Source: an optimization exercise on an open RTL-to-GDS flow (aim: small area and a short achievable clock period). Production flows keep margins and buffers that such runs may drop. In this exercise RTL edits were held to simulation tests only and were not proved equivalent to the original. The clock port is modelled as an ideal driver, which makes a skipped or thinned clock tree look cheaper than it is; a real chip needs a root buffer or a tree. Power and IR drop assume default switching activity.

## run 1
==> flow/design.v (excerpt) <==
module PelicanMAC(clk,rst,
             load_iv,
             load_k,
             load_m,
             din,
             dout,
             done);
Size in the first run: about 280 flip-flops, ~260 I/O pins, about 15000 µm² of cells after synthesis.
export LEC_CHECK = 0
export CAP_MARGIN = 20
export CORE_MARGIN = 2
export CORE_UTILIZATION = 40
export SETUP_SLACK_MARGIN = 1.8
export SLEW_MARGIN = 20
export SYNTH_HIERARCHICAL = 1
export SYNTH_MINIMUM_KEEP_SIZE = 0
create_clock -name core_clock -period 3.5 [get_ports {clk}]
standard.sh (not shown) runs the stock make flow with config.mk's settings and CLKGATE_MAP_FILE= SYNTH_SCRIPT=/design/flow/synth_recipe.tcl, a recipe that flattens the netlist after the stock synthesis.
==> flow/flow/run.sh <==
#!/bin/bash
# ORFS layout through the standard.sh, with
#  - the standard flow's synthesis script, but ABC mapping for area (flow/synth.tcl),
#  - plain buf_1 cells as port buffers (the resizer upsizes where needed),
#  - a hand-built two-level clock tree of inverters (two inversions keep
#    the clock's polarity; flow/cts_hook.tcl) in place of
#    TritonCTS, for a low clock insertion delay.
set -euo pipefail
here=$(cd "$(dirname "$0")" && pwd)
export BUFFER_PORTS_ARGS="-buffer_cell sky130_fd_sc_hd__buf_1"
export PRE_CTS_TCL="$here/cts_hook.tcl"
export MCTS_RLEV=2 MCTS_LLEV=2
export MCTS_ROOT=sky130_fd_sc_hd__inv_8 MCTS_LEAF=sky130_fd_sc_hd__inv_8
bash standard.sh SYNTH_SCRIPT="$here/synth.tcl" > standard.log 2>&1
==> flow/flow/cts_hook.tcl <==
# PRE_CTS hook: build a shallow, balanced clock tree by hand (see mancts.tcl)
# in place of TritonCTS; the rest of ORFS's CTS step (legalisation, timing
# repair) runs as usual.
source [file join [file dirname [info script]] mancts.tcl]
man_cts $::env(MCTS_RLEV) $::env(MCTS_LLEV) $::env(MCTS_ROOT) $::env(MCTS_LEAF)
set_propagated_clock [all_clocks]
rename clock_tree_synthesis ""
proc clock_tree_synthesis {args} {
  puts "clock_tree_synthesis skipped: clock tree built by cts_hook.tcl"
}
# ORFS's CTS step next clones clock inverters next to each register load;
# the hand-built tree is already final.
rename repair_clock_inverters ""
proc repair_clock_inverters {args} {
  puts "repair_clock_inverters skipped: clock tree built by cts_hook.tcl"
}
Other scripts of this flow, unchanged in this note and not shown: flow/flow/abc_area.script, flow/flow/mancts.tcl, flow/flow/synth.tcl
--- input diff run 1..run 2 ---
diff --git a/flow/flow/run.sh b/flow/flow/run.sh
--- a/flow/flow/run.sh
+++ b/flow/flow/run.sh
@@ -11,4 +11,4 @@
 export PRE_CTS_TCL="$here/cts_hook.tcl"
 export MCTS_RLEV=2 MCTS_LLEV=2
-export MCTS_ROOT=sky130_fd_sc_hd__inv_8 MCTS_LEAF=sky130_fd_sc_hd__inv_8
+export MCTS_ROOT=sky130_fd_sc_hd__inv_2 MCTS_LEAF=sky130_fd_sc_hd__inv_8
 bash standard.sh SYNTH_SCRIPT="$here/synth.tcl" > standard.log 2>&1
- Run 2 against run 1; power is down slightly.
- In run 2 relative to run 1, sequential power had gone up slightly.
- Reported for run 1 and run 2, path length in cells of the critical path turned out identical to the last digit.
- Run 2: global routing usage on met1 1.3 points below run 1
- The combinational logic power number comes out lower for run 2 vs run 1.
- Run 2 -> run 1: buffers inserted during post-CTS setup optimization delta 0, exact match
- In run 2, the global-route usage came out 0.73 points below the value in run 1.
- Peak fanout along the critical path (higher): run 2
- Comparing run 1 and run 2, the higher worst-case register-to-register setup slack is on run 2.
- Wire length on met2: lower on run 2
- Max via density per instance across run 1 and run 2: run 1
Relative to run 2, the following input files were edited for run 3:
diff --git a/flow/flow/run.sh b/flow/flow/run.sh
--- a/flow/flow/run.sh
+++ b/flow/flow/run.sh
@@ -11,4 +11,4 @@
 export PRE_CTS_TCL="$here/cts_hook.tcl"
 export MCTS_RLEV=2 MCTS_LLEV=2
-export MCTS_ROOT=sky130_fd_sc_hd__inv_2 MCTS_LEAF=sky130_fd_sc_hd__inv_8
+export MCTS_ROOT=sky130_fd_sc_hd__inv_4 MCTS_LEAF=sky130_fd_sc_hd__inv_8
 bash standard.sh SYNTH_SCRIPT="$here/synth.tcl" > standard.log 2>&1
Run 2 → run 3: worst hold margin did not really move; power consumed by the clock network stayed essentially flat; sequential cell power about even.
Taking run 2 as the reference point, the sequential cell area share of run 3 falls by 1.4 points.
In every run of this note, the design's own scripts or RTL, not TritonCTS, make the clock network.

---

## v26
PelicanMAC again, from the RTL that the note above started with.
Settings: LEC_CHECK=0, CAP_MARGIN=20, CORE_MARGIN=2, CORE_UTILIZATION=40, SETUP_SLACK_MARGIN=1.8, SLEW_MARGIN=20, SYNTH_HIERARCHICAL=1, SYNTH_MINIMUM_KEEP_SIZE=0; clock period 3.5 ns.
==> flow/flow/run.sh <==
#!/bin/bash
# ORFS layout through the standard.sh, with
#  - the standard flow's synthesis script, but ABC mapping for area (flow/synth.tcl),
#  - plain buf_1 cells as port buffers (the resizer upsizes where needed),
#  - a hand-built two-level clock tree (flow/cts_hook.tcl) in place of
#    TritonCTS, for a low clock insertion delay.
set -euo pipefail
here=$(cd "$(dirname "$0")" && pwd)
export BUFFER_PORTS_ARGS="-buffer_cell sky130_fd_sc_hd__buf_1"
export PRE_CTS_TCL="$here/cts_hook.tcl"
export MCTS_RLEV=2 MCTS_LLEV=2
export MCTS_ROOT=sky130_fd_sc_hd__clkbuf_16 MCTS_LEAF=sky130_fd_sc_hd__clkbuf_8
bash standard.sh SYNTH_SCRIPT="$here/synth.tcl" > standard.log 2>&1
==> flow/flow/cts_hook.tcl <==
# PRE_CTS hook: build a shallow, balanced clock tree by hand (see mancts.tcl)
# in place of TritonCTS; the rest of ORFS's CTS step (legalisation, timing
# repair) runs as usual.
source [file join [file dirname [info script]] mancts.tcl]
man_cts $::env(MCTS_RLEV) $::env(MCTS_LLEV) $::env(MCTS_ROOT) $::env(MCTS_LEAF)
set_propagated_clock [all_clocks]
rename clock_tree_synthesis ""
proc clock_tree_synthesis {args} {
  puts "clock_tree_synthesis skipped: clock tree built by cts_hook.tcl"
}
==> flow/flow/mancts.tcl <==
# Manual clock tree: the flip-flops are split by balanced recursive bisection
# of their placed positions into 2^(rlev+llev) groups; each group gets a leaf
# buffer at its centre, and each 2^llev neighbouring leaves a root buffer
# driven by the clock port (2^rlev roots). With llev 0 the roots drive the
# flip-flops directly.
proc man_cts {rlev llev rootcell leafcell} {
  set block [ord::get_db_block]
  set db [ord::get_db]
  set clknet [$block findNet clk]
  set sinks {}
  foreach it [$clknet getITerms] {
    lappend sinks $it
  }
  # positions
  set pts {}
  foreach it $sinks {
    set inst [$it getInst]
    set bb [$inst getBBox]
    lappend pts [list [expr {([$bb xMin]+[$bb xMax])/2}] [expr {([$bb yMin]+[$bb yMax])/2}]]
  }
  # balanced recursive bisection: split along the wider spread
  proc bisect {items levels} {
    if {$levels == 0} { return [list $items] }
    set xs {}; set ys {}
    foreach it $items { lappend xs [lindex $it 0]; lappend ys [lindex $it 1] }
    set xs [lsort -integer $xs]; set ys [lsort -integer $ys]
    set ax [expr {([lindex $xs end] - [lindex $xs 0]) >= ([lindex $ys end] - [lindex $ys 0]) ? 0 : 1}]
    set s [lsort -integer -index $ax $items]
    set h [expr {[llength $s] / 2}]
    return [concat [bisect [lrange $s 0 [expr {$h-1}]] [expr {$levels-1}]] [bisect [lrange $s $h end] [expr {$levels-1}]]]
  }
  proc centre {items} {
    set sx 0; set sy 0
    foreach it $items { incr sx [lindex $it 0]; incr sy [lindex $it 1] }
    set n [llength $items]
    return [list [expr {$sx / $n}] [expr {$sy / $n}]]
  }
  set items {}
  set i 0
  foreach p $pts { lappend items [list [lindex $p 0] [lindex $p 1] $i]; incr i }
  set groups [bisect $items [expr {$rlev + $llev}]]
  set lasg [lrepeat [llength $pts] 0]
  set lcs {}
  set g 0
  foreach grp $groups {
    lappend lcs [centre $grp]
    foreach it $grp { lset lasg [lindex $it 2] $g }
    incr g
  }
  set nleaf [expr {$llev > 0 ? [llength $groups] : 0}]
  set nroot [expr {1 << $rlev}]
  set per [expr {1 << $llev}]
  set rcs {}; set rasg {}
  for {set r 0} {$r < $nroot} {incr r} {
    set sub {}
    for {set l [expr {$r*$per}]} {$l < ($r+1)*$per} {incr l} { lappend sub [lindex $lcs $l]; lappend rasg $r }
    lappend rcs [centre $sub]
  }
  set rootm [$db findMaster $rootcell]
  set leafm [$db findMaster $leafcell]
  # root buffers
  set rnets {}
  for {set r 0} {$r < $nroot} {incr r} {
    set inst [odb::dbInst_create $block $rootm "mcts_root_$r"]
    $inst setLocation [lindex $rcs $r 0] [lindex $rcs $r 1]
    $inst setPlacementStatus PLACED
    set net [odb::dbNet_create $block "mcts_rnet_$r"]
    $net setSigType CLOCK
    [$inst findITerm A] connect $clknet
    [$inst findITerm X] connect $net
    lappend rnets $net
  }
  set dnets $rnets
  if {$nleaf > 0} {
    set dnets {}
    for {set l 0} {$l < $nleaf} {incr l} {
      set inst [odb::dbInst_create $block $leafm "mcts_leaf_$l"]
      $inst setLocation [lindex $lcs $l 0] [lindex $lcs $l 1]
      $inst setPlacementStatus PLACED
      set net [odb::dbNet_create $block "mcts_lnet_$l"]
      $net setSigType CLOCK
      [$inst findITerm A] connect [lindex $rnets [lindex $rasg $l]]
      [$inst findITerm X] connect $net
      lappend dnets $net
    }
  }
  set i 0
  foreach it $sinks {
    $it disconnect
    $it connect [lindex $dnets [lindex $lasg $i]]
    incr i
  }
}
==> flow/flow/synth.tcl <==
# The standard synthesis script (synth_recipe.tcl), except that ABC maps
# the S-box module GS and the key-input module AddRoundKey first with ORFS's
# speed script, then everything else
# with flow/abc_area.script: area-oriented mapping without ABC's own buffering
# and sizing, which the placer's timing repair does instead. Registers,
# flattening and renaming are exactly as in synth_recipe.tcl.
set ::abc_area_script [file join [file dirname [info script]] abc_area.script]
proc synth {args} { yosys synth -nofsm -noshare {*}$args }
proc abc {args} {
  set i [lsearch -exact $args -script]
  if {$i >= 0} {
    yosys abc {*}$args GS
    yosys abc {*}$args AddRoundKey
    lset args [expr {$i + 1}] $::abc_area_script
  }
  yosys abc {*}$args
}
source $::env(SCRIPTS_DIR)/synth.tcl
# left out here: clear keep_hierarchy, flatten, clean up, hide names made inside functions, write 1_2_yosys.v
Other scripts of this flow, unchanged in this note and not shown: flow/flow/abc_area.script
Input changes introduced in v19 (baseline for comparison: v26):
- SETUP_SLACK_MARGIN changed from 1.8 to 1.85
==> flow/flow/run.sh <==
#!/bin/bash
# ORFS layout through the standard.sh, with
#  - the standard flow's synthesis script, but ABC mapping for area (flow/synth.tcl),
#  - plain buf_1 cells as port buffers (the resizer upsizes where needed),
#  - a hand-built two-level clock tree of inverters (two inversions keep
#    the clock's polarity; flow/cts_hook.tcl) in place of
#    TritonCTS, for a low clock insertion delay.
set -euo pipefail
here=$(cd "$(dirname "$0")" && pwd)
export BUFFER_PORTS_ARGS="-buffer_cell sky130_fd_sc_hd__buf_2"
export PRE_CTS_TCL="$here/cts_hook.tcl"
export MCTS_RLEV=2 MCTS_LLEV=2
export MCTS_ROOT=sky130_fd_sc_hd__inv_4 MCTS_LEAF=sky130_fd_sc_hd__inv_8
bash standard.sh SYNTH_SCRIPT="$here/synth.tcl" > standard.log 2>&1
-- flow/flow/cts_hook.tcl --
<<< v26, line 9
  puts "clock_tree_synthesis skipped: clock tree built by cts_hook.tcl"
}
>>> v19, line 9
  puts "clock_tree_synthesis skipped: clock tree built by cts_hook.tcl"
}
# ORFS's CTS step next clones clock inverters next to each register load;
# the hand-built tree is already final.
rename repair_clock_inverters ""
proc repair_clock_inverters {args} {
  puts "repair_clock_inverters skipped: clock tree built by cts_hook.tcl"
}
-- flow/flow/mancts.tcl --
<<< v26, line 3
# buffer at its centre, and each 2^llev neighbouring leaves a root buffer
# driven by the clock port (2^rlev roots). With llev 0 the roots drive the
# flip-flops directly.
proc man_cts {rlev llev rootcell leafcell} {
  set block [ord::get_db_block]
>>> v19, line 3
# buffer at its centre, and each 2^llev neighbouring leaves a root buffer
# driven by the clock port (2^rlev roots). With llev 0 the roots drive the
# flip-flops directly. The cells may be buffers or, with two levels,
# inverters (output pin Y), whose two inversions keep the polarity.
proc man_cts {rlev llev rootcell leafcell} {
  set block [ord::get_db_block]
<<< v26, line 68
    $net setSigType CLOCK
    [$inst findITerm A] connect $clknet
    [$inst findITerm X] connect $net
    lappend rnets $net
  }
>>> v19, line 69
    $net setSigType CLOCK
    [$inst findITerm A] connect $clknet
    [$inst findITerm [expr {[$inst findITerm X] ne "NULL" ? "X" : "Y"}]] connect $net
    lappend rnets $net
  }
<<< v26, line 81
      $net setSigType CLOCK
      [$inst findITerm A] connect [lindex $rnets [lindex $rasg $l]]
      [$inst findITerm X] connect $net
      lappend dnets $net
    }
>>> v19, line 82
      $net setSigType CLOCK
      [$inst findITerm A] connect [lindex $rnets [lindex $rasg $l]]
      [$inst findITerm [expr {[$inst findITerm X] ne "NULL" ? "X" : "Y"}]] connect $net
      lappend dnets $net
    }
Lower largest fanout of any net on the critical path among v26 and v19: v19
[diff] post-layout worst setup margin, v19 relative to v26: regression
In summary, v19 completed successfully, with a layout that passed the timing, DRC and antenna checks.
s[23]$_DFF_P_ as the endpoint of the worst setup timing path was reported by v26, and s[61]$_DFF_P_ by v19.
Critical path buffer and inverter count was higher in the run labelled v19.
v19 gives more setup slack at placement than v26 did.
--- input diff v19..v15 ---
- SETUP_SLACK_MARGIN now 1.8, was 1.85
==> flow/flow/run.sh <==
#!/bin/bash
# ORFS layout through the standard.sh, with
#  - the standard flow's synthesis script, but ABC mapping for area (flow/synth.tcl),
#  - plain buf_1 cells as port buffers (the resizer upsizes where needed),
#  - a hand-built two-level clock tree (flow/cts_hook.tcl) in place of
#    TritonCTS, for a low clock insertion delay.
set -euo pipefail
here=$(cd "$(dirname "$0")" && pwd)
export BUFFER_PORTS_ARGS="-buffer_cell sky130_fd_sc_hd__buf_1"
export PRE_CTS_TCL="$here/cts_hook.tcl"
export MCTS_RLEV=2 MCTS_LLEV=2
export MCTS_ROOT=sky130_fd_sc_hd__clkbuf_16 MCTS_LEAF=sky130_fd_sc_hd__clkbuf_16
bash standard.sh SYNTH_SCRIPT="$here/synth.tcl" > standard.log 2>&1
==> flow/flow/abc_gs.script (new file) <==
&get -n
&st
&dch
&nf
&put
-- flow/flow/cts_hook.tcl --
<<< v19, line 9
  puts "clock_tree_synthesis skipped: clock tree built by cts_hook.tcl"
}
# ORFS's CTS step next clones clock inverters next to each register load;
# the hand-built tree is already final.
rename repair_clock_inverters ""
proc repair_clock_inverters {args} {
  puts "repair_clock_inverters skipped: clock tree built by cts_hook.tcl"
}
>>> v15, line 9
  puts "clock_tree_synthesis skipped: clock tree built by cts_hook.tcl"
}
-- flow/flow/mancts.tcl --
<<< v19, line 3
# buffer at its centre, and each 2^llev neighbouring leaves a root buffer
# driven by the clock port (2^rlev roots). With llev 0 the roots drive the
# flip-flops directly. The cells may be buffers or, with two levels,
# inverters (output pin Y), whose two inversions keep the polarity.
proc man_cts {rlev llev rootcell leafcell} {
  set block [ord::get_db_block]
>>> v15, line 3
# buffer at its centre, and each 2^llev neighbouring leaves a root buffer
# driven by the clock port (2^rlev roots). With llev 0 the roots drive the
# flip-flops directly.
proc man_cts {rlev llev rootcell leafcell} {
  set block [ord::get_db_block]
<<< v19, line 69
    $net setSigType CLOCK
    [$inst findITerm A] connect $clknet
    [$inst findITerm [expr {[$inst findITerm X] ne "NULL" ? "X" : "Y"}]] connect $net
    lappend rnets $net
  }
>>> v15, line 68
    $net setSigType CLOCK
    [$inst findITerm A] connect $clknet
    [$inst findITerm X] connect $net
    lappend rnets $net
  }
<<< v19, line 82
      $net setSigType CLOCK
      [$inst findITerm A] connect [lindex $rnets [lindex $rasg $l]]
      [$inst findITerm [expr {[$inst findITerm X] ne "NULL" ? "X" : "Y"}]] connect $net
      lappend dnets $net
    }
>>> v15, line 81
      $net setSigType CLOCK
      [$inst findITerm A] connect [lindex $rnets [lindex $rasg $l]]
      [$inst findITerm X] connect $net
      lappend dnets $net
    }
==> flow/flow/synth.tcl <==
# The standard synthesis script (synth_recipe.tcl), except that ABC maps
# the S-box module GS first with flow/abc_gs.script (ABC's delay-oriented
# mapper without buffering and sizing), the key-input module AddRoundKey with
# ORFS's speed script, then everything else with flow/abc_area.script: area-oriented mapping without ABC's own buffering
# and sizing, which the placer's timing repair does instead. Registers,
# flattening and renaming are exactly as in synth_recipe.tcl.
set ::abc_area_script [file join [file dirname [info script]] abc_area.script]
set ::abc_gs_script [file join [file dirname [info script]] abc_gs.script]
proc synth {args} { yosys synth -nofsm -noshare {*}$args }
proc abc {args} {
  set i [lsearch -exact $args -script]
  if {$i >= 0} {
    set a2 $args
    lset a2 [expr {$i + 1}] $::abc_gs_script
    yosys abc {*}$a2 GS
    yosys abc {*}$args AddRoundKey
    lset args [expr {$i + 1}] $::abc_area_script
  }
  yosys abc {*}$args
}
source $::env(SCRIPTS_DIR)/synth.tcl
# left out here: clear keep_hierarchy, flatten, clean up, hide names made inside functions, write 1_2_yosys.v
Looking at power density over cell area, v15 sits 33% higher than v19 does.
Sort v15 and v19 by signed area change from the synthesized netlist to the final layout desc -> top: v15
Status: hold slack parity (v15, v19)
v19 reports its cell with the largest stage delay on the worst path as or2_4 while v15 reports xnor3_2.
Between v19 and v15, the cell count went up.
Total power grows by more than a quarter when moving from v19 to v15.
v15 ended up with a higher share of total power in the clock network than v19 did.
[inputs] v3 vs v15
- changing CORE_UTILIZATION from 40 to 45
==> flow/flow/synth.tcl <==
# The standard synthesis script (synth_recipe.tcl), except that ABC maps
# the S-box module GS and the key-input module AddRoundKey first with ORFS's
# speed script, then everything else
# with flow/abc_area.script: area-oriented mapping without ABC's own buffering
# and sizing, which the placer's timing repair does instead. Registers,
# flattening and renaming are exactly as in synth_recipe.tcl.
set ::abc_area_script [file join [file dirname [info script]] abc_area.script]
proc synth {args} { yosys synth -nofsm -noshare {*}$args }
proc abc {args} {
  set i [lsearch -exact $args -script]
  if {$i >= 0} {
    yosys abc {*}$args GS
    yosys abc {*}$args AddRoundKey
    lset args [expr {$i + 1}] $::abc_area_script
  }
  yosys abc {*}$args
}
source $::env(SCRIPTS_DIR)/synth.tcl
# left out here: clear keep_hierarchy, flatten, clean up, hide names made inside functions, write 1_2_yosys.v
removed: flow/flow/abc_gs.script
==> results.txt <==
Going from v15 to v3, final worst setup slack increased by 0.20 ns relative to the old numbers; count of buffering cells on the critical path with inverters included up 2; multi-input gate share of total cell area moved up.
Critical path launch point = s[46]$_DFF_P_: v15; critical path launch point = load_iv: v3
Compare v15 and v3 | power density relative to cell area higher: v15
In every run of this note, the design's own scripts or RTL, not TritonCTS, make the clock network.

==> re-timing with driven ports <==
The flow's constraints put no driver on any port. The routed layouts listed below were extracted and timed again, unchanged, in two steps.
Step 1 (the two cells are an assumption about what drives the block):
set clk [get_ports {clk}]
set_driving_cell -lib_cell sky130_fd_sc_hd__clkbuf_16 $clk
set_driving_cell -lib_cell sky130_fd_sc_hd__buf_2 [delete_from_list [all_inputs] $clk]
Step 2 also shifts input and output timing later by t, the mid clock arrival at the registers, as if the neighbouring blocks saw the same clock.
Three values: ideal ports, drivers, drivers and shift; two values: the first two.
| run | t, ns | setup WS [ns] | cell pins on the clock port's net |
|---|---|---|---|
| run 1 | 0.310 | 1.816 / 1.676 / 1.627 | 4 |
| run 2 | 0.412 | 1.779 / 1.742 / 1.438 | 4 |
| run 3 | 0.331 | 1.816 / 1.712 / 1.548 | 4 |
| v26 | 0.418 | 1.787 / 1.722 / 1.454 | 4 |
| v19 | 0.331 | 1.709 / 1.718 / 1.453 | 4 |
| v15 | 0.423 | 1.589 / 1.589 / 1.492 | 4 |
| v3 | 0.413 | 1.788 / 1.701 / 1.460 | 4 |
After both steps every run listed still meets setup and hold. For run 2, which loses most, drivers alone change the setup slack by -0.037 ns; drivers and shift together by -0.341 ns.
